Source: an optimization exercise on an open RTL-to-GDS flow (aim: small area and a short achievable clock period). Production flows keep margins and buffers that such runs may drop.
At most, simulation tests tie the RTL to the original design; equivalence was not proved.
Power is estimated from default activity; no workload was simulated.

Design m6502_org, start of the top module:
module m6502_org (clk,
   addr,
   dataenb,
   datai,
   datao,
   irq_n,
   nmi_n,
   sob_n,
   res_n,
   rdy,
   vpa,
   sync,
   we_n
   );
parameter LEFT = 0;
parameter RIGHT = 1;
input   clk;  
output  [15:0] addr;  
output  dataenb;  
input   [7:0] datai;  
output  [7:0] datao;  
input   irq_n;  
input   nmi_n;  
input   sob_n;  
input   res_n;  
input   rdy;  
output  vpa;  
output  sync;  
output  we_n;  
wire    [15:0] addr; 
wire    dataenb; 
wire    [7:0] datao; 
wire    vpa; 
wire    sync; 
wire    we_n; 
wire    [7:0] areg; 
wire    [7:0] sreg; 
wire    [7:0] xreg; 
wire    [7:0] yreg; 
wire    [7:0] pch; 
wire    [7:0] pcl; 
wire    [7:0] alu_out; 
wire    [7:0] dreg; 
wire    [7:0] psr; 
wire    [7:0] addrh;  
wire    [7:0] addrl;  
wire    [7:0] dataol;  
wire    [7:0] xregl;  
wire    [7:0] yregl;  
wire    [7:0] sregl;  
wire    [7:0] aregl;  
wire    [7:0] dregl;  
wire    [7:0] alu_outl;  
wire    [7:0] alu_binl;  
wire    [7:0] dataop;  
wire    [7:0] pchl;  
wire    [7:0] pcll;  
wire    [7:0] psrl;  
wire    [11:0] alu_ctl;  
wire    [11:0] alu_ctl_nx;  
wire    [5:0] alu2op;  
wire    [2:0] alu_ld;  
wire    [6:0] rg_load;  
wire    sreg_up;  
wire    sreg_cen;  
wire    [6:0] pc_ctl;  
wire    [1:0] adl_sel;  
wire    [3:0] adh_sel;  
wire    [2:0] domux_sel;  
wire    reset;  
wire    [7:0] opcde;  
wire    [8:1] cycle;  
assign areg = aregl; 
assign xreg = xregl; 
assign yreg = yregl; 
assign sreg = sregl; 
assign dreg = dregl; 
assign pch = pchl; 
assign pcl = pcll; 
  ...
Size in the first run: about 170 flip-flops, about 42 I/O pins, about 14000 µm² of cells after synthesis.
export LEC_CHECK = 0
export ABC_AREA = 1
export CAP_MARGIN = 20
export CORE_MARGIN = 2
export CORE_UTILIZATION = 40
export PLACE_DENSITY = 0.6
export SETUP_SLACK_MARGIN = 5
export SLEW_MARGIN = 20
create_clock -name core_clock -period 10.0 [get_ports {clk}]
standard.sh (not shown) runs the stock make flow with config.mk's settings and CLKGATE_MAP_FILE= SYNTH_SCRIPT=/design/flow/synth_recipe.tcl, a recipe that flattens the netlist after the stock synthesis.
==> flow/flow/run.sh <==
#!/bin/bash
set -e
cp standard.sh standard_copy.sh.txt
export BUFFER_PORTS_ARGS="-buffer_cell sky130_fd_sc_hd__buf_2"
bash standard.sh > standard.log 2>&1
==> next run, changes <==
==> flow/flow/run.sh (replaced) <==
#!/bin/bash
set -e
cp standard.sh standard_copy.sh.txt
export BUFFER_PORTS_ARGS="-buffer_cell sky130_fd_sc_hd__buf_4"
bash standard.sh > standard.log 2>&1
Result: Die area does not change. Global-route usage hardly moves. First-iteration DRC count increases by about 26%. Wire length barely changes. Power is about the same. Worst setup slack gets better by 11 ps. Non-clock buffer count rose by 1.
No run of this note included a check of the RTL's function; only the layout flow was run.

========
m6502_org, a different RTL version from the one above (not shown whole).
Size in the first run: roughly 2100 cells after synthesis, roughly 0.014 mm2 of cells after synthesis.
Settings: LEC_CHECK=0, ABC_AREA=1, CAP_MARGIN=20, CORE_MARGIN=2, CORE_UTILIZATION=40, PLACE_DENSITY=0.6, SETUP_SLACK_MARGIN=4.7, SLEW_MARGIN=20; clock period 10.0 ns.
==> flow/flow/run.sh <==
#!/bin/bash
set -e
cp standard.sh standard_copy.sh.txt
export BUFFER_PORTS_ARGS="-buffer_cell sky130_fd_sc_hd__buf_4"
bash standard.sh > standard.log 2>&1
The baseline ran to the end with no violations.
==> next run, changes <==
Settings changed: CORE_UTILIZATION 40 to 55, PLACE_DENSITY 0.6 to 0.75, SETUP_SLACK_MARGIN 4.7 to 5.
Outcome:
- The changed run produced a clean layout
- clock-buffer cell count stays the same
- sequential share of layout area went down by 0.14 points
- utilization rises by 17 points
- synthesized area does not change
- routed wire length is higher by 1.3%

==> what the ideal ports hide <==
No port has a modelled driver above. Below, the same layouts with a new extraction and two added sets of constraints.
Step 1 assumes that a clkbuf_16 drives the clock port and a buf_2 every other input.
Step 2 times the ports against the registers' clock, not the clock port: input delays grow and output delays shrink by t, the midpoint of the rising clock arrivals with the driver on.
Three values: no drivers, after step 1, after step 2; two values: the first two.
| run | t (ns) | setup WS [ns] | clock arrival spread, ns | worst register clock-pin slew, ns | pins driven straight from the clock port |
|---|---|---|---|---|---|
| the first run of note 1 | 0.503 | 5.102 / 5.049 / 4.735 | 0.012 / 0.012 | 0.07 / 0.07 | 1 |
| the second run of note 1 | 0.496 | 5.113 / 5.060 / 4.711 | 0.024 / 0.024 | 0.08 / 0.08 | 1 |
| the first run of note 2 | 0.495 | 4.888 / 4.844 / 4.428 | 0.024 / 0.024 | 0.08 / 0.08 | 1 |
| the second run of note 2 | 0.486 | 5.079 / 5.025 / 4.754 | 0.019 / 0.019 | 0.08 / 0.08 | 1 |
After both steps every run listed still meets setup and hold. For the first run of note 2, which loses most, drivers alone change the setup slack by -0.044 ns; drivers and shift together by -0.460 ns.
